From an optimization exercise on the open Yosys and OpenROAD flow, aimed at small area; shortcuts taken in it are not production practice.
In this exercise RTL edits were held to simulation tests only and were not proved equivalent to the original.
Power and IR drop assume default switching activity.

$ cat config.mk
export PLATFORM = sky130hd
export DESIGN_NAME = pitch_correction
export DESIGN_NICKNAME = pitch_correction
export VERILOG_FILES = /design/flow/design.v
export SDC_FILE = /design/flow/constraint.sdc
export NUM_CORES = 8
export LEC_CHECK = 0
export CAP_MARGIN = 20
export CORE_MARGIN = 2
export CORE_UTILIZATION = 70
export SLEW_MARGIN = 20
export SYNTH_HIERARCHICAL = 1
$ cat constraint.sdc
create_clock -name core_clock -period 15.0 [get_ports {clk}]
set_input_delay 3.0000 -clock core_clock [delete_from_list [all_inputs] [get_ports {clk}]]
set_output_delay 3.0000 -clock core_clock [all_outputs]
set_load 0.01 [all_outputs]
$ cat design.v
`timescale 1ns / 1ps
module aomux #(parameter N = 32) (
    input  wire [N*32-1:0] d,
    input  wire [N-1:0]    s,
    output wire [31:0]     q
);
    localparam G = (N + 2) / 3;
    wire [G*3*32-1:0] dd = {{(G*3-N)*32{1'b0}}, d};
    wire [G*3-1:0]    ss = {{(G*3-N){1'b0}}, s};
    genvar b, k;
    generate
        for (b = 0; b < 32; b = b + 1) begin : g_bit
            wire [G-1:0] t;
            for (k = 0; k < G; k = k + 1) begin : g_grp
                if (3*k + 2 < N) begin : g3
                    ao3n u (.a1(dd[(3*k)*32+b]),   .a2(ss[3*k]),
                            .b1(dd[(3*k+1)*32+b]), .b2(ss[3*k+1]),
                            .c1(dd[(3*k+2)*32+b]), .c2(ss[3*k+2]), .y(t[k]));
                end else if (3*k + 1 < N) begin : g2
                    ao3n u (.a1(dd[(3*k)*32+b]),   .a2(ss[3*k]),
                            .b1(dd[(3*k+1)*32+b]), .b2(ss[3*k+1]),
                            .c1(dd[(3*k+1)*32+b]), .c2(ss[3*k+1]), .y(t[k]));
                end else begin : g1
                    assign t[k] = ~(dd[(3*k)*32+b] & ss[3*k]);
                end
            end
            assign q[b] = ~&t;
        end
    endgenerate
endmodule
module ao3n (
    input  wire a1, a2, b1, b2, c1, c2,
    output wire y
);
    assign y = ~((a1 & a2) | (b1 & b2) | (c1 & c2));
endmodule
module sqsum (
    input  wire [15:0] re,
    input  wire [15:0] im,
    output wire [30:0] x
);
    wire w1 = ~(~(re[15] & ~re[0]) ^ ~(re[1] & re[14]));
    wire w2 = ~(re[15] & ~re[0]) | ~(re[1] & re[14]);
    wire w3 = ~(~(re[0] & re[11]) ^ ~(re[1] & re[10]));
    wire w4 = ~(re[0] & re[11]) | ~(re[1] & re[10]);
    wire w5, w6;
    fadd u_w5 (.a(~(re[0] & re[13])), .b(~(re[1] & re[12])), .c(~(re[2] & re[11])), .s(w5), .co(w6));
    wire w7 = ~(~(re[3] & re[10]) ^ ~(re[4] & re[9]));
    wire w8 = ~(re[3] & re[10]) | ~(re[4] & re[9]);
    wire w9, w10;
    fadd u_w9 (.a(~(re[0] & re[14])), .b(~(re[1] & re[13])), .c(~(re[2] & re[12])), .s(w9), .co(w10));
    wire w11 = ~(~(re[3] & re[11]) ^ ~(re[4] & re[10]));
    wire w12 = ~(re[3] & re[11]) | ~(re[4] & re[10]);
    wire w13, w14;
    fadd u_w13 (.a(~(re[2] & re[13])), .b(~(re[3] & re[12])), .c(~(re[4] & re[11])), .s(w13), .co(w14));
    wire w15, w16;
    fadd u_w15 (.a(~(re[5] & re[10])), .b(~(re[6] & re[9])), .c(~(re[7] & re[8])), .s(w15), .co(w16));
    wire w17, w18;
    fadd u_w17 (.a(~re[8]), .b(~re[15]), .c(~(im[15] & ~im[0])), .s(w17), .co(w18));
    wire w19, w20;
    fadd u_w19 (.a(~(im[1] & im[14])), .b(~(im[2] & im[13])), .c(~(im[3] & im[12])), .s(w19), .co(w20));
    wire w21, w22;
    fadd u_w21 (.a(~(re[15] & ~re[1])), .b(~(re[2] & re[14])), .c(~(re[3] & re[13])), .s(w21), .co(w22));
    wire w23, w24;
    fadd u_w23 (.a(~(re[4] & re[12])), .b(~(re[5] & re[11])), .c(~(re[6] & re[10])), .s(w23), .co(w24));
    wire w25, w26;
    fadd u_w25 (.a(~(re[7] & re[9])), .b(~(im[15] & ~im[1])), .c(~(im[2] & im[14])), .s(w25), .co(w26));
    wire w27, w28;
    fadd u_w27 (.a(~(re[15] & ~re[2])), .b(~(re[3] & re[14])), .c(~(re[4] & re[13])), .s(w27), .co(w28));
    wire w29, w30;
    fadd u_w29 (.a(~(re[5] & re[12])), .b(~(re[6] & re[11])), .c(~(re[7] & re[10])), .s(w29), .co(w30));
    wire w31, w32;
    fadd u_w31 (.a(~(re[8] & re[9])), .b(~re[9]), .c(~(im[15] & ~im[2])), .s(w31), .co(w32));
    wire w33, w34;
    fadd u_w33 (.a(~(re[15] & ~re[3])), .b(~(re[4] & re[14])), .c(~(re[5] & re[13])), .s(w33), .co(w34));
    wire w35, w36;
    fadd u_w35 (.a(~(re[15] & ~re[4])), .b(~(re[5] & re[14])), .c(~(re[6] & re[13])), .s(w35), .co(w36));
    wire w37 = ~(~(re[0] & re[7]) ^ ~(re[1] & re[6]));
    wire w38 = ~(re[0] & re[7]) | ~(re[1] & re[6]);
    wire w39, w40;
    fadd u_w39 (.a(~(re[0] & re[9])), .b(~(re[1] & re[8])), .c(~(re[2] & re[7])), .s(w39), .co(w40));
    wire w41 = ~(~(re[3] & re[6]) ^ ~(re[4] & re[5]));
    wire w42 = ~(re[3] & re[6]) | ~(re[4] & re[5]);
    wire w43, w44;
    fadd u_w43 (.a(~(re[0] & re[10])), .b(~(re[1] & re[9])), .c(~(re[2] & re[8])), .s(w43), .co(w44));
    wire w45 = ~(~(re[3] & re[7]) ^ ~(re[4] & re[6]));
    wire w46 = ~(re[3] & re[7]) | ~(re[4] & re[6]);
    wire w47, w48;
    fadd u_w47 (.a(~(re[2] & re[9])), .b(~(re[3] & re[8])), .c(~(re[4] & re[7])), .s(w47), .co(w48));
    wire w49, w50;
    fadd u_w49 (.a(~(re[5] & re[6])), .b(~re[6]), .c(~(im[0] & im[11])), .s(w49), .co(w50));
    wire w51, w52;
    fadd u_w51 (.a(~(im[1] & im[10])), .b(~(im[2] & im[9])), .c(~(im[3] & im[8])), .s(w51), .co(w52));
    wire w53, w54;
    fadd u_w53 (.a(~(re[0] & re[12])), .b(~(re[1] & re[11])), .c(~(re[2] & re[10])), .s(w53), .co(w54));
    wire w55, w56;
    fadd u_w55 (.a(~(re[3] & re[9])), .b(~(re[4] & re[8])), .c(~(re[5] & re[7])), .s(w55), .co(w56));
    wire w57, w58;
    fadd u_w57 (.a(~(im[0] & im[12])), .b(~(im[1] & im[11])), .c(~(im[2] & im[10])), .s(w57), .co(w58));
    wire w59 = ~(~(im[3] & im[9]) ^ ~(im[4] & im[8]));
    wire w60 = ~(im[3] & im[9]) | ~(im[4] & im[8]);
    wire w61, w62;
    fadd u_w61 (.a(~(re[5] & re[8])), .b(~(re[6] & re[7])), .c(~re[7]), .s(w61), .co(w62));
    wire w63, w64;
    fadd u_w63 (.a(~(im[0] & im[13])), .b(~(im[1] & im[12])), .c(~(im[2] & im[11])), .s(w63), .co(w64));
    wire w65, w66;
    fadd u_w65 (.a(~(im[3] & im[10])), .b(~(im[4] & im[9])), .c(~(im[5] & im[8])), .s(w65), .co(w66));
    wire w67, w68;
    fadd u_w67 (.a(~(im[6] & im[7])), .b(~im[7]), .c(w5), .s(w67), .co(w68));
    wire w69, w70;
    fadd u_w69 (.a(~(re[5] & re[9])), .b(~(re[6] & re[8])), .c(~(im[0] & im[14])), .s(w69), .co(w70));
    wire w71, w72;
    fadd u_w71 (.a(~(im[1] & im[13])), .b(~(im[2] & im[12])), .c(~(im[3] & im[11])), .s(w71), .co(w72));
    wire w73, w74;
    fadd u_w73 (.a(~(im[4] & im[10])), .b(~(im[5] & im[9])), .c(~(im[6] & im[8])), .s(w73), .co(w74));
    wire w75, w76;
    fadd u_w75 (.a(w9), .b(w11), .c(w6), .s(w75), .co(w76));
    wire w77, w78;
    fadd u_w77 (.a(~(im[4] & im[11])), .b(~(im[5] & im[10])), .c(~(im[6] & im[9])), .s(w77), .co(w78));
    wire w79, w80;
    fadd u_w79 (.a(~(im[7] & im[8])), .b(~im[8]), .c(~im[15]), .s(w79), .co(w80));
    wire w81, w82;
    fadd u_w81 (.a(w1), .b(w13), .c(w15), .s(w81), .co(w82));
    wire w83, w84;
    fadd u_w83 (.a(w17), .b(w19), .c(w10), .s(w83), .co(w84));
    wire w85, w86;
    fadd u_w85 (.a(~(im[3] & im[13])), .b(~(im[4] & im[12])), .c(~(im[5] & im[11])), .s(w85), .co(w86));
    wire w87, w88;
    fadd u_w87 (.a(~(im[6] & im[10])), .b(~(im[7] & im[9])), .c(w2), .s(w87), .co(w88));
    wire w89, w90;
    fadd u_w89 (.a(w21), .b(w23), .c(w25), .s(w89), .co(w90));
    wire w91, w92;
    fadd u_w91 (.a(w14), .b(w16), .c(w18), .s(w91), .co(w92));
    wire w93, w94;
    fadd u_w93 (.a(~(im[3] & im[14])), .b(~(im[4] & im[13])), .c(~(im[5] & im[12])), .s(w93), .co(w94));
    wire w95, w96;
    fadd u_w95 (.a(~(im[6] & im[11])), .b(~(im[7] & im[10])), .c(~(im[8] & im[9])), .s(w95), .co(w96));
    wire w97, w98;
    fadd u_w97 (.a(~im[9]), .b(w27), .c(w29), .s(w97), .co(w98));
    wire w99, w100;
    fadd u_w99 (.a(w31), .b(w22), .c(w24), .s(w99), .co(w100));
    wire w101, w102;
    fadd u_w101 (.a(~(re[6] & re[12])), .b(~(re[7] & re[11])), .c(~(re[8] & re[10])), .s(w101), .co(w102));
    wire w103, w104;
    fadd u_w103 (.a(~(im[15] & ~im[3])), .b(~(im[4] & im[14])), .c(~(im[5] & im[13])), .s(w103), .co(w104));
    wire w105, w106;
    fadd u_w105 (.a(~(im[6] & im[12])), .b(~(im[7] & im[11])), .c(~(im[8] & im[10])), .s(w105), .co(w106));
    wire w107, w108;
    fadd u_w107 (.a(w33), .b(w28), .c(w30), .s(w107), .co(w108));
    wire w109, w110;
    fadd u_w109 (.a(~(re[7] & re[12])), .b(~(re[8] & re[11])), .c(~(re[9] & re[10])), .s(w109), .co(w110));
    wire w111, w112;
    fadd u_w111 (.a(~re[10]), .b(~(im[15] & ~im[4])), .c(~(im[5] & im[14])), .s(w111), .co(w112));
    wire w113, w114;
    fadd u_w113 (.a(~(im[6] & im[13])), .b(~(im[7] & im[12])), .c(~(im[8] & im[11])), .s(w113), .co(w114));
    wire w115, w116;
    fadd u_w115 (.a(~(im[9] & im[10])), .b(~im[10]), .c(w35), .s(w115), .co(w116));
    wire w117, w118;
    fadd u_w117 (.a(~(re[15] & ~re[5])), .b(~(re[6] & re[14])), .c(~(re[7] & re[13])), .s(w117), .co(w118));
    wire w119, w120;
    fadd u_w119 (.a(~(re[8] & re[12])), .b(~(re[9] & re[11])), .c(~(im[15] & ~im[5])), .s(w119), .co(w120));
    wire w121, w122;
    fadd u_w121 (.a(~(im[6] & im[14])), .b(~(im[7] & im[13])), .c(~(im[8] & im[12])), .s(w121), .co(w122));
    wire w123, w124;
    fadd u_w123 (.a(~(re[15] & ~re[6])), .b(~(re[7] & re[14])), .c(~(re[8] & re[13])), .s(w123), .co(w124));
    wire w125, w126;
    fadd u_w125 (.a(~(re[9] & re[12])), .b(~(re[10] & re[11])), .c(~re[11]), .s(w125), .co(w126));
    wire w127, w128;
    fadd u_w127 (.a(~(im[15] & ~im[6])), .b(~(im[7] & im[14])), .c(~(im[8] & im[13])), .s(w127), .co(w128));
    wire w129, w130;
    fadd u_w129 (.a(~(re[15] & ~re[7])), .b(~(re[8] & re[14])), .c(~(re[9] & re[13])), .s(w129), .co(w130));
    wire w131, w132;
    fadd u_w131 (.a(~(re[15] & ~re[8])), .b(~(re[9] & re[14])), .c(~(re[10] & re[13])), .s(w131), .co(w132));
    wire w133, w134;
    fadd u_w133 (.a(~(re[0] & re[5])), .b(~(re[1] & re[4])), .c(~(re[2] & re[3])), .s(w133), .co(w134));
    wire w135 = ~(~(re[0] & re[6]) ^ ~(re[1] & re[5]));
    wire w136 = ~(re[0] & re[6]) | ~(re[1] & re[5]);
    wire w137, w138;
    fadd u_w137 (.a(~(re[2] & re[5])), .b(~(re[3] & re[4])), .c(~re[4]), .s(w137), .co(w138));
    wire w139, w140;
    fadd u_w139 (.a(~(im[0] & im[7])), .b(~(im[1] & im[6])), .c(~(im[2] & im[5])), .s(w139), .co(w140));
    wire w141, w142;
    fadd u_w141 (.a(~(re[0] & re[8])), .b(~(re[1] & re[7])), .c(~(re[2] & re[6])), .s(w141), .co(w142));
    wire w143, w144;
    fadd u_w143 (.a(~(re[3] & re[5])), .b(~(im[0] & im[8])), .c(~(im[1] & im[7])), .s(w143), .co(w144));
    wire w145 = ~(~(im[2] & im[6]) ^ ~(im[3] & im[5]));
    wire w146 = ~(im[2] & im[6]) | ~(im[3] & im[5]);
    wire w147, w148;
    fadd u_w147 (.a(~re[5]), .b(~(im[0] & im[9])), .c(~(im[1] & im[8])), .s(w147), .co(w148));
    wire w149, w150;
    fadd u_w149 (.a(~(im[2] & im[7])), .b(~(im[3] & im[6])), .c(~(im[4] & im[5])), .s(w149), .co(w150));
    wire w151, w152;
    fadd u_w151 (.a(~im[5]), .b(w39), .c(w41), .s(w151), .co(w152));
    wire w153, w154;
    fadd u_w153 (.a(~(im[0] & im[10])), .b(~(im[1] & im[9])), .c(~(im[2] & im[8])), .s(w153), .co(w154));
    wire w155, w156;
    fadd u_w155 (.a(~(im[3] & im[7])), .b(~(im[4] & im[6])), .c(w43), .s(w155), .co(w156));
    wire w157, w158;
    fadd u_w157 (.a(w45), .b(w40), .c(w42), .s(w157), .co(w158));
    wire w159, w160;
    fadd u_w159 (.a(~(im[4] & im[7])), .b(~(im[5] & im[6])), .c(~im[6]), .s(w159), .co(w160));
    wire w161, w162;
    fadd u_w161 (.a(w3), .b(w47), .c(w49), .s(w161), .co(w162));
    wire w163, w164;
    fadd u_w163 (.a(w51), .b(w44), .c(w46), .s(w163), .co(w164));
    wire w165, w166;
    fadd u_w165 (.a(~(im[5] & im[7])), .b(w4), .c(w53), .s(w165), .co(w166));
    wire w167, w168;
    fadd u_w167 (.a(w55), .b(w57), .c(w59), .s(w167), .co(w168));
    wire w169, w170;
    fadd u_w169 (.a(w48), .b(w50), .c(w52), .s(w169), .co(w170));
    wire w171, w172;
    fadd u_w171 (.a(w7), .b(w61), .c(w63), .s(w171), .co(w172));
    wire w173, w174;
    fadd u_w173 (.a(w65), .b(w67), .c(w54), .s(w173), .co(w174));
    wire w175, w176;
    fadd u_w175 (.a(w56), .b(w58), .c(w60), .s(w175), .co(w176));
    wire w177, w178;
    fadd u_w177 (.a(w8), .b(w69), .c(w71), .s(w177), .co(w178));
    wire w179, w180;
    fadd u_w179 (.a(w73), .b(w75), .c(w62), .s(w179), .co(w180));
    wire w181, w182;
    fadd u_w181 (.a(w64), .b(w66), .c(w68), .s(w181), .co(w182));
    wire w183, w184;
    fadd u_w183 (.a(w12), .b(w77), .c(w79), .s(w183), .co(w184));
    wire w185, w186;
    fadd u_w185 (.a(w81), .b(w83), .c(w70), .s(w185), .co(w186));
    wire w187, w188;
    fadd u_w187 (.a(w72), .b(w74), .c(w76), .s(w187), .co(w188));
    wire w189, w190;
    fadd u_w189 (.a(w20), .b(w85), .c(w87), .s(w189), .co(w190));
    wire w191, w192;
    fadd u_w191 (.a(w89), .b(w91), .c(w78), .s(w191), .co(w192));
    wire w193, w194;
    fadd u_w193 (.a(w80), .b(w82), .c(w84), .s(w193), .co(w194));
    wire w195, w196;
    fadd u_w195 (.a(w26), .b(w93), .c(w95), .s(w195), .co(w196));
    wire w197, w198;
    fadd u_w197 (.a(w97), .b(w99), .c(w86), .s(w197), .co(w198));
    wire w199, w200;
    fadd u_w199 (.a(w88), .b(w90), .c(w92), .s(w199), .co(w200));
    wire w201, w202;
    fadd u_w201 (.a(w32), .b(w101), .c(w103), .s(w201), .co(w202));
    wire w203, w204;
    fadd u_w203 (.a(w105), .b(w107), .c(w94), .s(w203), .co(w204));
    wire w205, w206;
    fadd u_w205 (.a(w96), .b(w98), .c(w100), .s(w205), .co(w206));
    wire w207, w208;
    fadd u_w207 (.a(w34), .b(w109), .c(w111), .s(w207), .co(w208));
    wire w209, w210;
    fadd u_w209 (.a(w113), .b(w115), .c(w102), .s(w209), .co(w210));
    wire w211, w212;
    fadd u_w211 (.a(w104), .b(w106), .c(w108), .s(w211), .co(w212));
    wire w213, w214;
    fadd u_w213 (.a(~(im[9] & im[11])), .b(w36), .c(w117), .s(w213), .co(w214));
    wire w215, w216;
    fadd u_w215 (.a(w119), .b(w121), .c(w110), .s(w215), .co(w216));
    wire w217, w218;
    fadd u_w217 (.a(w112), .b(w114), .c(w116), .s(w217), .co(w218));
    wire w219, w220;
    fadd u_w219 (.a(~(im[9] & im[12])), .b(~(im[10] & im[11])), .c(~im[11]), .s(w219), .co(w220));
    wire w221, w222;
    fadd u_w221 (.a(w123), .b(w125), .c(w127), .s(w221), .co(w222));
    wire w223, w224;
    fadd u_w223 (.a(w118), .b(w120), .c(w122), .s(w223), .co(w224));
    wire w225, w226;
    fadd u_w225 (.a(~(re[10] & re[12])), .b(~(im[15] & ~im[7])), .c(~(im[8] & im[14])), .s(w225), .co(w226));
    wire w227, w228;
    fadd u_w227 (.a(~(im[9] & im[13])), .b(~(im[10] & im[12])), .c(w129), .s(w227), .co(w228));
    wire w229, w230;
    fadd u_w229 (.a(w124), .b(w126), .c(w128), .s(w229), .co(w230));
    wire w231, w232;
    fadd u_w231 (.a(~(re[11] & re[12])), .b(~re[12]), .c(~(im[15] & ~im[8])), .s(w231), .co(w232));
    wire w233, w234;
    fadd u_w233 (.a(~(im[9] & im[14])), .b(~(im[10] & im[13])), .c(~(im[11] & im[12])), .s(w233), .co(w234));
    wire w235, w236;
    fadd u_w235 (.a(~im[12]), .b(w131), .c(w130), .s(w235), .co(w236));
    wire w237, w238;
    fadd u_w237 (.a(~(re[15] & ~re[9])), .b(~(re[10] & re[14])), .c(~(re[11] & re[13])), .s(w237), .co(w238));
    wire w239, w240;
    fadd u_w239 (.a(~(im[15] & ~im[9])), .b(~(im[10] & im[14])), .c(~(im[11] & im[13])), .s(w239), .co(w240));
    wire w241, w242;
    fadd u_w241 (.a(~(re[15] & ~re[10])), .b(~(re[11] & re[14])), .c(~(re[12] & re[13])), .s(w241), .co(w242));
    wire w243, w244;
    fadd u_w243 (.a(~re[13]), .b(~(im[15] & ~im[10])), .c(~(im[11] & im[14])), .s(w243), .co(w244));
    wire w245, w246;
    fadd u_w245 (.a(~(re[0] & re[3])), .b(~(re[1] & re[2])), .c(~re[2]), .s(w245), .co(w246));
    wire w247 = ~(~(re[0] & re[4]) ^ ~(re[1] & re[3]));
    wire w248 = ~(re[0] & re[4]) | ~(re[1] & re[3]);
    wire w249, w250;
    fadd u_w249 (.a(~re[3]), .b(~(im[0] & im[5])), .c(~(im[1] & im[4])), .s(w249), .co(w250));
    wire w251 = ~(~(im[2] & im[3]) ^ ~im[3]);
    wire w252 = ~(im[2] & im[3]) | ~im[3];
    wire w253, w254;
    fadd u_w253 (.a(~(re[2] & re[4])), .b(~(im[0] & im[6])), .c(~(im[1] & im[5])), .s(w253), .co(w254));
    wire w255, w256;
    fadd u_w255 (.a(~(im[2] & im[4])), .b(w135), .c(w134), .s(w255), .co(w256));
    wire w257, w258;
    fadd u_w257 (.a(~(im[3] & im[4])), .b(~im[4]), .c(w37), .s(w257), .co(w258));
    wire w259, w260;
    fadd u_w259 (.a(w137), .b(w139), .c(w136), .s(w259), .co(w260));
    wire w261, w262;
    fadd u_w261 (.a(w38), .b(w141), .c(w143), .s(w261), .co(w262));
    wire w263, w264;
    fadd u_w263 (.a(w145), .b(w138), .c(w140), .s(w263), .co(w264));
    wire w265, w266;
    fadd u_w265 (.a(w147), .b(w149), .c(w151), .s(w265), .co(w266));
    wire w267, w268;
    fadd u_w267 (.a(w142), .b(w144), .c(w146), .s(w267), .co(w268));
    wire w269, w270;
    fadd u_w269 (.a(w153), .b(w155), .c(w157), .s(w269), .co(w270));
    wire w271, w272;
    fadd u_w271 (.a(w148), .b(w150), .c(w152), .s(w271), .co(w272));
    wire w273, w274;
    fadd u_w273 (.a(w159), .b(w161), .c(w163), .s(w273), .co(w274));
    wire w275, w276;
    fadd u_w275 (.a(w154), .b(w156), .c(w158), .s(w275), .co(w276));
    wire w277, w278;
    fadd u_w277 (.a(w165), .b(w167), .c(w169), .s(w277), .co(w278));
    wire w279, w280;
    fadd u_w279 (.a(w160), .b(w162), .c(w164), .s(w279), .co(w280));
    wire w281, w282;
    fadd u_w281 (.a(w171), .b(w173), .c(w175), .s(w281), .co(w282));
    wire w283, w284;
    fadd u_w283 (.a(w166), .b(w168), .c(w170), .s(w283), .co(w284));
    wire w285, w286;
    fadd u_w285 (.a(w177), .b(w179), .c(w181), .s(w285), .co(w286));
    wire w287, w288;
    fadd u_w287 (.a(w172), .b(w174), .c(w176), .s(w287), .co(w288));
    wire w289, w290;
    fadd u_w289 (.a(w183), .b(w185), .c(w187), .s(w289), .co(w290));
    wire w291, w292;
    fadd u_w291 (.a(w178), .b(w180), .c(w182), .s(w291), .co(w292));
    wire w293, w294;
    fadd u_w293 (.a(w189), .b(w191), .c(w193), .s(w293), .co(w294));
    wire w295, w296;
    fadd u_w295 (.a(w184), .b(w186), .c(w188), .s(w295), .co(w296));
    wire w297, w298;
    fadd u_w297 (.a(w195), .b(w197), .c(w199), .s(w297), .co(w298));
    wire w299, w300;
    fadd u_w299 (.a(w190), .b(w192), .c(w194), .s(w299), .co(w300));
    wire w301, w302;
    fadd u_w301 (.a(w201), .b(w203), .c(w205), .s(w301), .co(w302));
    wire w303, w304;
    fadd u_w303 (.a(w196), .b(w198), .c(w200), .s(w303), .co(w304));
    wire w305, w306;
    fadd u_w305 (.a(w207), .b(w209), .c(w211), .s(w305), .co(w306));
    wire w307, w308;
    fadd u_w307 (.a(w202), .b(w204), .c(w206), .s(w307), .co(w308));
    wire w309, w310;
    fadd u_w309 (.a(w213), .b(w215), .c(w217), .s(w309), .co(w310));
    wire w311, w312;
    fadd u_w311 (.a(w208), .b(w210), .c(w212), .s(w311), .co(w312));
    wire w313, w314;
    fadd u_w313 (.a(w219), .b(w221), .c(w223), .s(w313), .co(w314));
    wire w315, w316;
    fadd u_w315 (.a(w214), .b(w216), .c(w218), .s(w315), .co(w316));
    wire w317, w318;
    fadd u_w317 (.a(w225), .b(w227), .c(w229), .s(w317), .co(w318));
    wire w319, w320;
    fadd u_w319 (.a(w220), .b(w222), .c(w224), .s(w319), .co(w320));
    wire w321, w322;
    fadd u_w321 (.a(w231), .b(w233), .c(w235), .s(w321), .co(w322));
    wire w323, w324;
    fadd u_w323 (.a(w226), .b(w228), .c(w230), .s(w323), .co(w324));
    wire w325, w326;
    fadd u_w325 (.a(w132), .b(w237), .c(w239), .s(w325), .co(w326));
    wire w327, w328;
    fadd u_w327 (.a(w232), .b(w234), .c(w236), .s(w327), .co(w328));
    wire w329, w330;
    fadd u_w329 (.a(~(im[12] & im[13])), .b(~im[13]), .c(w241), .s(w329), .co(w330));
    wire w331, w332;
    fadd u_w331 (.a(w243), .b(w238), .c(w240), .s(w331), .co(w332));
    wire w333, w334;
    fadd u_w333 (.a(~(re[15] & ~re[11])), .b(~(re[12] & re[14])), .c(~(im[15] & ~im[11])), .s(w333), .co(w334));
    wire w335, w336;
    fadd u_w335 (.a(~(im[12] & im[14])), .b(w242), .c(w244), .s(w335), .co(w336));
    wire w337, w338;
    fadd u_w337 (.a(~(re[15] & ~re[12])), .b(~(re[13] & re[14])), .c(~re[14]), .s(w337), .co(w338));
    wire w339, w340;
    fadd u_w339 (.a(~(im[15] & ~im[12])), .b(~(im[13] & im[14])), .c(~im[14]), .s(w339), .co(w340));
    wire w341 = ~(~(re[0] & re[1]) ^ ~re[1]);
    wire w342 = ~(re[0] & re[1]) | ~re[1];
    wire w343 = ~(~(im[0] & im[3]) ^ ~(im[1] & im[2]));
    wire w344 = ~(im[0] & im[3]) | ~(im[1] & im[2]);
    wire w345, w346;
    fadd u_w345 (.a(~(im[0] & im[4])), .b(~(im[1] & im[3])), .c(w247), .s(w345), .co(w346));
    wire w347, w348;
    fadd u_w347 (.a(w133), .b(w249), .c(w251), .s(w347), .co(w348));
    wire w349, w350;
    fadd u_w349 (.a(w253), .b(w255), .c(w250), .s(w349), .co(w350));
    wire w351, w352;
    fadd u_w351 (.a(w257), .b(w259), .c(w254), .s(w351), .co(w352));
    wire w353, w354;
    fadd u_w353 (.a(w261), .b(w263), .c(w258), .s(w353), .co(w354));
    wire w355, w356;
    fadd u_w355 (.a(w265), .b(w267), .c(w262), .s(w355), .co(w356));
    wire w357, w358;
    fadd u_w357 (.a(w269), .b(w271), .c(w266), .s(w357), .co(w358));
    wire w359, w360;
    fadd u_w359 (.a(w273), .b(w275), .c(w270), .s(w359), .co(w360));
    wire w361, w362;
    fadd u_w361 (.a(w277), .b(w279), .c(w274), .s(w361), .co(w362));
    wire w363, w364;
    fadd u_w363 (.a(w281), .b(w283), .c(w278), .s(w363), .co(w364));
    wire w365, w366;
    fadd u_w365 (.a(w285), .b(w287), .c(w282), .s(w365), .co(w366));
    wire w367, w368;
    fadd u_w367 (.a(w289), .b(w291), .c(w286), .s(w367), .co(w368));
    wire w369, w370;
    fadd u_w369 (.a(w293), .b(w295), .c(w290), .s(w369), .co(w370));
    wire w371, w372;
    fadd u_w371 (.a(w297), .b(w299), .c(w294), .s(w371), .co(w372));
    wire w373, w374;
    fadd u_w373 (.a(w301), .b(w303), .c(w298), .s(w373), .co(w374));
    wire w375, w376;
    fadd u_w375 (.a(w305), .b(w307), .c(w302), .s(w375), .co(w376));
    wire w377, w378;
    fadd u_w377 (.a(w309), .b(w311), .c(w306), .s(w377), .co(w378));
    wire w379, w380;
    fadd u_w379 (.a(w313), .b(w315), .c(w310), .s(w379), .co(w380));
    wire w381, w382;
    fadd u_w381 (.a(w317), .b(w319), .c(w314), .s(w381), .co(w382));
    wire w383, w384;
    fadd u_w383 (.a(w321), .b(w323), .c(w318), .s(w383), .co(w384));
    wire w385, w386;
    fadd u_w385 (.a(w325), .b(w327), .c(w322), .s(w385), .co(w386));
    wire w387, w388;
    fadd u_w387 (.a(w329), .b(w331), .c(w326), .s(w387), .co(w388));
    wire w389, w390;
    fadd u_w389 (.a(w333), .b(w335), .c(w330), .s(w389), .co(w390));
    wire w391, w392;
    fadd u_w391 (.a(w337), .b(w339), .c(w334), .s(w391), .co(w392));
    wire w393, w394;
    fadd u_w393 (.a(~(re[15] & ~re[13])), .b(~(im[15] & ~im[13])), .c(w338), .s(w393), .co(w394));
    wire w395, w396;
    fadd u_w395 (.a(~(re[15] & ~re[14])), .b(~re[15]), .c(~(im[15] & ~im[14])), .s(w395), .co(w396));
    wire w397 = ~(~(im[0] & im[1]) ^ ~im[1]);
    wire w398 = ~(im[0] & im[1]) | ~im[1];
    wire w399, w400;
    fadd u_w399 (.a(~(re[0] & re[2])), .b(~(im[0] & im[2])), .c(w342), .s(w399), .co(w400));
    wire w401, w402;
    fadd u_w401 (.a(~im[2]), .b(w245), .c(w343), .s(w401), .co(w402));
    wire w403, w404;
    fadd u_w403 (.a(w246), .b(w345), .c(w344), .s(w403), .co(w404));
    wire w405, w406;
    fadd u_w405 (.a(w248), .b(w347), .c(w346), .s(w405), .co(w406));
    wire w407, w408;
    fadd u_w407 (.a(w252), .b(w349), .c(w348), .s(w407), .co(w408));
    wire w409, w410;
    fadd u_w409 (.a(w256), .b(w351), .c(w350), .s(w409), .co(w410));
    wire w411, w412;
    fadd u_w411 (.a(w260), .b(w353), .c(w352), .s(w411), .co(w412));
    wire w413, w414;
    fadd u_w413 (.a(w264), .b(w355), .c(w354), .s(w413), .co(w414));
    wire w415, w416;
    fadd u_w415 (.a(w268), .b(w357), .c(w356), .s(w415), .co(w416));
    wire w417, w418;
    fadd u_w417 (.a(w272), .b(w359), .c(w358), .s(w417), .co(w418));
    wire w419, w420;
    fadd u_w419 (.a(w276), .b(w361), .c(w360), .s(w419), .co(w420));
    wire w421, w422;
    fadd u_w421 (.a(w280), .b(w363), .c(w362), .s(w421), .co(w422));
    wire w423, w424;
    fadd u_w423 (.a(w284), .b(w365), .c(w364), .s(w423), .co(w424));
    wire w425, w426;
    fadd u_w425 (.a(w288), .b(w367), .c(w366), .s(w425), .co(w426));
    wire w427, w428;
    fadd u_w427 (.a(w292), .b(w369), .c(w368), .s(w427), .co(w428));
    wire w429, w430;
    fadd u_w429 (.a(w296), .b(w371), .c(w370), .s(w429), .co(w430));
    wire w431, w432;
    fadd u_w431 (.a(w300), .b(w373), .c(w372), .s(w431), .co(w432));
    wire w433, w434;
    fadd u_w433 (.a(w304), .b(w375), .c(w374), .s(w433), .co(w434));
    wire w435, w436;
    fadd u_w435 (.a(w308), .b(w377), .c(w376), .s(w435), .co(w436));
    wire w437, w438;
    fadd u_w437 (.a(w312), .b(w379), .c(w378), .s(w437), .co(w438));
    wire w439, w440;
    fadd u_w439 (.a(w316), .b(w381), .c(w380), .s(w439), .co(w440));
    wire w441, w442;
    fadd u_w441 (.a(w320), .b(w383), .c(w382), .s(w441), .co(w442));
    wire w443, w444;
    fadd u_w443 (.a(w324), .b(w385), .c(w384), .s(w443), .co(w444));
    wire w445, w446;
    fadd u_w445 (.a(w328), .b(w387), .c(w386), .s(w445), .co(w446));
    wire w447, w448;
    fadd u_w447 (.a(w332), .b(w389), .c(w388), .s(w447), .co(w448));
    wire w449, w450;
    fadd u_w449 (.a(w336), .b(w391), .c(w390), .s(w449), .co(w450));
    wire w451, w452;
    fadd u_w451 (.a(w340), .b(w393), .c(w392), .s(w451), .co(w452));
    wire w453, w454;
    fadd u_w453 (.a(~im[15]), .b(w395), .c(w394), .s(w453), .co(w454));
    wire [30:0] ra = {w453, w451, w449, w447, w445, w443, w441, w439, w437, w435, w433, w431, w429, w427, w425, w423, w421, w419, w417, w415, w413, w411, w409, w407, w405, w403, w401, w399, w341, 1'b1, ~re[0]};
    wire [30:0] rb = {w452, w450, w448, w446, w444, w442, w440, w438, w436, w434, w432, w430, w428, w426, w424, w422, w420, w418, w416, w414, w412, w410, w408, w406, w404, w402, w400, w398, w397, 1'b1, ~im[0]};
    assign x = ra + rb + 31'd1;
endmodule
module fadd (
    input  wire a, b, c,
    output wire s, co
);
    assign s  = a ^ b ^ c;
    assign co = (a & b) | (a & c) | (b & c);
endmodule
`timescale 1ns / 1ps
module pitch_correction(
    input wire clk,
    input wire reset,
    input wire [31:0] S_AXIS_DATA_0_tdata,
    input wire  S_AXIS_DATA_0_tlast,
    output wire S_AXIS_DATA_0_tready,
    input wire  S_AXIS_DATA_0_tvalid,
    output wire [31:0] m_axis_data_tdata,
    output wire        m_axis_data_tlast,
    input  wire        m_axis_data_tready,
    output wire        m_axis_data_tvalid,
    output wire [15:0] m_axis_config_tdata,
    input  wire m_axis_config_tready,
    output wire m_axis_config_tvalid,
    output wire [31:0] monitor_fft_out,
    output wire monitor_fft_vld,
    output wire [31:0] monitor_pitch_out,
    output wire monitor_pitch_vld,
    input wire pitch_enable
    );
    localparam LS = 3;               
    localparam S  = 1 << LS;
    localparam NT = 256 / S;         
    wire        in_v = S_AXIS_DATA_0_tvalid;
    wire [31:0] din  = S_AXIS_DATA_0_tdata;
    reg rst_d, cfg_v;
    always @(posedge clk) begin
        rst_d <= reset;
        cfg_v <= rst_d;
    end
    assign m_axis_config_tvalid = cfg_v;
    assign m_axis_config_tdata  = 16'h0001;
    assign m_axis_data_tlast    = 1'b0;
    assign monitor_fft_out      = din;
    assign monitor_fft_vld      = in_v;
    localparam FILLING = 2'd0, READY = 2'd1, EMPTYING = 2'd2;
    reg  [1:0] state;
    reg  [7:0] wp;        
    reg  [7:0] rp;        
    reg        ovld;
    wire       acc     = ovld & m_axis_data_tready;
    wire       lastacc = acc & (rp == 8'd255);
    always @(posedge clk) begin
        if (reset) begin
            state <= FILLING;
            wp    <= 8'd0;
            rp    <= 8'd0;
            ovld  <= 1'b0;
        end else begin
            if (in_v)
                wp <= wp + 8'd1;
            case (state)
                FILLING:  if (wp == 8'd255) state <= READY;
                READY:    if (acc) state <= EMPTYING;
                EMPTYING: if (lastacc) state <= FILLING;
                default:  state <= state;
            endcase
            if (state == READY)
                ovld <= 1'b1;
            else if (state == FILLING || lastacc)
                ovld <= 1'b0;
            if (acc)
                rp <= rp + 8'd1;
            else if (state == FILLING)
                rp <= 8'd0;
        end
    end
    wire        lower = ~wp[7];
    wire [30:0] xsq;
    sqsum u_sq (.re(din[15:0]), .im(din[31:16]), .x(xsq));
    reg  [30:0] nb;
    reg  [6:0]  peak;
    wire        first = (wp[6:0] == 7'd0);
    wire        gt    = first ? ~&xsq : (xsq < nb);
    wire        upd   = in_v & lower & gt;
    wire        cap_x = in_v & lower & (gt | (wp[6:0] == 7'd10) |
                                        (~first & (&nb) & (wp[6:0] == peak)));
    wire        cap_y = in_v & wp[7] & ((wp[6:0] == 7'd10) | (wp[6:0] == peak));
    always @(posedge clk) begin
        if (in_v & lower & (first | gt))
            nb <= xsq;
        if (reset)
            peak <= 7'd0;
        else if (upd)
            peak <= wp[6:0];
    end
    wire [31:0]   dconj = {(~din[31:16]) + 16'd1, din[15:0]};
    reg  [8191:0] ring;
    always @(posedge clk)
        ring <= {ring[8159:0], in_v ? dconj : ring[8191:8160]};
    wire [NT*32-1:0] taps;
    genvar g;
    generate
        for (g = 0; g < NT; g = g + 1) begin : g_tap
            assign taps[g*32 +: 32] = ring[g*S*32 +: 32];
        end
    endgenerate
    reg  [7:0]      stl;
    reg  [(S-1)*32-1:0] dl;
    wire [NT-1:0]   tsel = {{(NT-1){1'b0}}, 1'b1} << stl[7:LS];
    wire [31:0]     tap;
    aomux #(.N(NT)) u_tap (.d(taps), .s(tsel), .q(tap));
    always @(posedge clk) begin
        stl <= ovld ? stl + {7'd0, ~m_axis_data_tready} : 8'd0;
        dl  <= {dl[(S-2)*32-1:0], tap};
    end
    wire [S-1:0] ssel = {{(S-1){1'b0}}, 1'b1} << stl[LS-1:0];
    wire [31:0]  stream;
    aomux #(.N(S)) u_stream (.d({dl, tap}), .s(ssel), .q(stream));
    reg         cap_xd, cap_yd;
    reg  [31:0] cx, cy;
    wire        swp = (rp[6:0] == 7'd10) | (rp[6:0] == peak);
    always @(posedge clk) begin
        cap_xd <= cap_x;
        cap_yd <= cap_y;
        if (cap_xd | (acc & swp & ~rp[7]))
            cx <= stream;
        if (cap_yd | (acc & swp & rp[7]))
            cy <= stream;
    end
    wire [3:0]  osel = {~pitch_enable,
                        pitch_enable & swp & rp[7],
                        pitch_enable & swp & ~rp[7],
                        pitch_enable & ~swp};
    wire [31:0] rd;
    aomux #(.N(4)) u_out (.d({din, cy, cx, stream}), .s(osel), .q(rd));
    assign m_axis_data_tdata    = rd;
    assign m_axis_data_tvalid   = pitch_enable ? ovld : in_v;
    assign S_AXIS_DATA_0_tready = pitch_enable | m_axis_data_tready;
    assign monitor_pitch_out    = rd;
    assign monitor_pitch_vld    = ovld;
endmodule
$ cat flow/run.sh
#!/bin/bash
# Own layout flow: the standard flow (standard.sh, standard synthesis
# included), with clock tree synthesis run without dummy loads and the port
# buffers made with the smallest buffer (repair_design still resizes them);
# clock nets get the non-default (wider) routing rule.
# Each tool's full output stays in orfs/logs/; make's output goes to
# flow_make.log.
set -euo pipefail
export CTS_ARGS="-sink_clustering_enable -repair_clock_nets -dont_use_dummy_load -buf_list sky130_fd_sc_hd__clkbuf_4 -root_buf sky130_fd_sc_hd__clkbuf_16 -sink_clustering_size 12 -sink_clustering_max_diameter 36 -apply_ndr full"
export BUFFER_PORTS_ARGS="-buffer_cell sky130_fd_sc_hd__buf_1"
bash standard.sh finish > flow_make.log 2>&1
$ cat standard.sh
#!/bin/bash
# synth_recipe.tcl (not shown) runs the flow's synth.tcl, then flattens the netlist and writes it again
# the make line also repeats each setting of config.mk as NAME=value (left out here)
make -C /OpenROAD-flow-scripts/flow DESIGN_CONFIG=/design/flow/config.mk WORK_HOME=/design/flow/orfs CLKGATE_MAP_FILE= SYNTH_SCRIPT=/design/flow/synth_recipe.tcl "${@:-finish}"
==> impl_results.md <==
* Slowest cell on crit path: buf_1
* Cells after Synth at 10.5k
* GRT Util Overall at 0.246
* IO Count at ~160
* EDFF count, synth at 95
* Post-CTS setup repair buffer count at 0
* Slew Limit Fails at 0
* Final hold viol count at 0
* Top cell by count, worst path: fa_1
* DR iter-0 viols at about 6.7k
* Worst-path fanout max at 31
* Routed WL per cell at 22.0 um
* Average cell area after synthesis at 18.0 um2
* Post-route minimum period at 10.80 ns
* Asr flop ratio synth at 0
* First-pass GRT wire length at 487000 um
* Root Driver: clkbuf_16
* Fin cells at 15.0k
* Hold Crit Start: ring[2298]$_DFF_P_
* Synth unique cells at 72
* Initial antenna violation count at 38
* Synth warn at 7
* Core ar. at 268000 um2
* Area growth from synthesis to layout at 5.93%
* Cell Chain, Critical Path: buf_1 -> inv_1 -> fa_1 -> fa_1 -> fa_1 -> fa_1 -> fa_1 -> fa_1 -> ha_1 -> and2_1 -> nand4_1 -> a211oi_1 -> o21ai_0 -> nand3_1 -> a31oi_1 -> xnor2_1 -> ha_1 -> nand4_1 -> nor4_1 -> a221oi_1 -> or4b_1 -> a31o_2 -> nor2b_1 -> nor2_4
* Relative slew slack at 0.271
* Leak Pwr at slightly below 80 nW
* Clock slew at reported path FFs at 0.11 ns
* RSZ-0062 raised after global routing: no
* GPL Wtd Cong at about 0.85
* Filler cells at 16.1k
* Crit share post-route at 0.720
* Reg power frac at 0.637
* CP Launch Type: input port
* DR pass1 iterations at 10
* Max Root-Sink Buffers at 4
* Vias post-DR at 76.8k
* CTS tree: built
* Largest net degree at the start of global routing at roughly 50
* Post-DRT Antenna Nets at 0
* Vias per cell at 5.12
* Total negative slack at 0 ns
* Leading area contributor after synthesis: dfxtp_1
* PortBufs at around 140
* Largest cells by area after synthesis: dfxtp_1 90%, a222oi_1 2.5%, fa_1 2.3%, edfxtp_1 1.5%, ha_1 0.55%
* Total power after layout at 36.7 mW
* Post-synthesis sequential area ratio at 0.910
* Sw frac at 0.250
* Clock power frac at 0.234
* #FFs+latches synth at 8549
* Internal at 27.6 mW
* Nets@finish at 11.8k
* Resized cells post-CTS at 0
* Worst path arrival time at around 12 ns
* Reg2reg start: stl[3]$_SDFF_PN0_
* DRT Wirelength at 330000 um
* Max Freq at 0.0926 GHz
* CTS buffer count at 809
* Pre-CTS setup slack at 3.07 ns
* Maxcap violations at 0
* Share of layout cells above drive strength 1 at 0.0882
* Die Height at 524 um
* Synth Flop Type: dfxtp_1
* Initial core utilization at 0.704
* Placed cells at 14.2k
* Vias in the first global route at 77.9k
* Gate power share at 0.130
* DIE WIDTH at between 500 and 600 um
* Area fraction of the dominant cell type after synthesis at 0.895
* Remaining DRCs at 0
* GRT Residual Overflow at 0
* Post-Syn Area at ~190000 um2
* Worst Path Required at between 15 and 20 ns
* Final setup fails at 0
* Worst vdd ir at 0.401 mV
* CTS HTree Levels at 6
* Row Count at 190
* Kind of critical path: input port to register
* CP endpoint kind: register
* Power per cell area at 183 nW/um2
* CTS Hold Buffers Added at 0
* Worst slew pin tran at ~1.1 ns
* Switching pwr at between 9 and 10 mW
* Die footprint at 274000 um2
* Num Clock Sinks at 8549
* Biggest cell delay along the critical path at 0.75 ns
* Clock skew at between 0.15 and 0.2 ns
* Hold WC Path Type: register to register
* Worst setup margin at about 4.2 ns
* Post-detail-place hpwl at 195000 um
* Skew-Pair Late Insertion Delay at 1.31 ns
* Critical path startpoint: S_AXIS_DATA_0_tdata[8]
* Status: timing/DRC/antenna clean
==> worst paths after layout <==
path | cells past startpoint | end | slack, ns
setup / recovery | 24 | nb[11]$_DFFE_PP_ | 4.20
hold / removal | 0 | ring[2330]$_DFF_P_ | 0.20
setup reg to reg | 8 | cx[3]$_DFFE_PP_ | 10.34
hold reg to reg | 0 | ring[2330]$_DFF_P_ | 0.20
==> flip-flops by register name, indices dropped and copies added (netlist names) <==
| signal | cells |
|---|---|
| cx | 32 |
| cap_yd | 1 |
| peak | 7 |
| state | 2 |
| ovld | 1 |
| cy | 32 |
| nb | 31 |
| cap_xd | 1 |
| dl | 224 |
| cfg_v | 1 |
| rst_d | 1 |
| wp | 8 |
| rp | 8 |
| stl | 8 |
| ring | 8192 |
==> worst max-delay path, delay by kind of cell <==
family / cells / cell delay, ns
AND/OR/NAND/NOR: 8 / 2.14
XOR/XNOR: 1 / 0.47
AO/OA/AOI/OAI: 5 / 1.12
buffers and inverters: 2 / 0.95
adder cells (fa/ha/maj): 8 / 3.87
==> power groups by stage <==
stage / logic [mW] / clock network, mW / registers [mW]
after floorplan: 3.40 / 0 / 23.8
final: 4.76 / 8.58 / 23.4
after CTS: 4.72 / 8.86 / 23.4
after global routing: 5.31 / 9.71 / 23.4
after global placement: 4.65 / 0 / 23.9
after detailed placement: 4.69 / 0 / 23.9
==> cell usage after synthesis (all sizes together), types with 3 or more instances <==
library cell and n:
a211oi 6, a21bo 32, a21boi 3, a21o 14
a21oi 50, a222oi 480, a31o 4, a31oi 7
and2 23, and3 5, and3b 3, buf 88
clkbuf 53, dfxtp 8454, edfxtp 95, fa 213
ha 83, inv 104, mux2 33, mux2i 9
nand2 265, nand2b 27, nand3 82, nand3b 3
nand4 91, nor2 96, nor2b 6, nor3 7
nor3b 7, nor4 11, o211ai 3, o21a 8
o21ai 30, or2 5, or3 40, or4 3
xnor2 39, xor2 24
==> final cells by class <==
type	instances	area [um2]	share of cell area
Timing Repair Buffer	227	1200	0.00600
Antenna cell	6	15.0	0.0000750
Tap cell	3552	4440	0.0222
Sequential cell	8549	172000	0.859
Multi-Input combinational cell	1750	16000	0.0800
Inverter	105	394	0.00197
Clock buffer	809	6090	0.0304
==> cells in the final DEF, fill, tap and decap left out, drive strengths merged, types with 7 or more instances in the layout <==
master,synthesis,final
inv,104,104
and2,23,23
buf,88,219
a21o,14,14
xor2,24,24
nand2b,27,27
nand4,91,91
or3,40,40
a222oi,480,480
ha,83,83
mux2,33,33
nand3,82,82
a31oi,7,7
xnor2,39,39
o21ai,30,30
clkbuf,53,817
a21bo,32,32
o21a,8,8
edfxtp,95,95
mux2i,9,9
fa,213,213
a21oi,50,50
nor3b,7,7
nor4,11,11
dfxtp,8454,8454
nor3,7,7
nor2,96,96
nand2,265,265
conb,2,17
==> metrics by stage <==
step	hold slack (ns)	instance area [um2]	utilization
finish	0.197	200000	0.746
global route	0.167	200000	0.746
CTS	0.175	200000	0.746
detailed placement	0.312	194000	0.723
global placement	0.309	194000	0.723
floorplan	0.310	189000	-
==> cells by family after synthesis <==
logic type / count (synthesis) / synth area share
flip-flops: 8549 / 0.910
AND/OR/NAND/NOR: 677 / 0.0174
AO/OA/AOI/OAI: 655 / 0.0320
adder cells (fa/ha/maj): 296 / 0.0281
buffers and inverters: 246 / 0.00674
XOR/XNOR: 63 / 0.00292
multiplexers: 42 / 0.00246
other: 2 / 0.0000397
==> Yosys stat by module, one instance, submodules excluded, excerpt <==
module            cell area [um2]  copies in the design
sqsum                        2940                     1
ao3n                         10.0                   480
pitch_correction           176000                     1
fadd                         20.0                   212
==> layer usage <==
layer | vias up | wire (um) | GRT usage
met4 | 0 | 7840 | 0.0912
met5 | - | 0 | 0
met2 | 2270 | 144000 | 0.361
li1 | 36400 | - | -
met1 | 37600 | 158000 | 0.365
met3 | 557 | 20300 | 0.0533

==> afterwards: timing with drivers on the ports <==
The results above use ideal ports. As a check the final layout listed here was re-extracted and re-timed, cells and wires unchanged. Step 1 (the two cells are an assumption about what drives the block):
set clk [get_ports {clk}]
set_driving_cell -lib_cell sky130_fd_sc_hd__clkbuf_16 $clk
set_driving_cell -lib_cell sky130_fd_sc_hd__buf_2 [delete_from_list [all_inputs] $clk]
Step 2 times the ports against the registers' clock, not the clock port: input delays grow and output delays shrink by t, the midpoint of the rising clock arrivals with the driver on. Slacks: ideal ports / drivers / drivers and shift; pairs: ideal ports / drivers.
t (ns): 1.304
setup WS [ns]: 4.201 / 4.258 / 2.954
hold WS [ns]: 0.197 / 0.197 / 0.197
worst setup path after step 2: input to register
slew at the worst register clock pin (ns): 0.12 / 0.12
After both steps setup and hold are still met in this run. For this run, drivers alone change the setup slack by +0.057 ns; drivers and shift together by -1.247 ns.
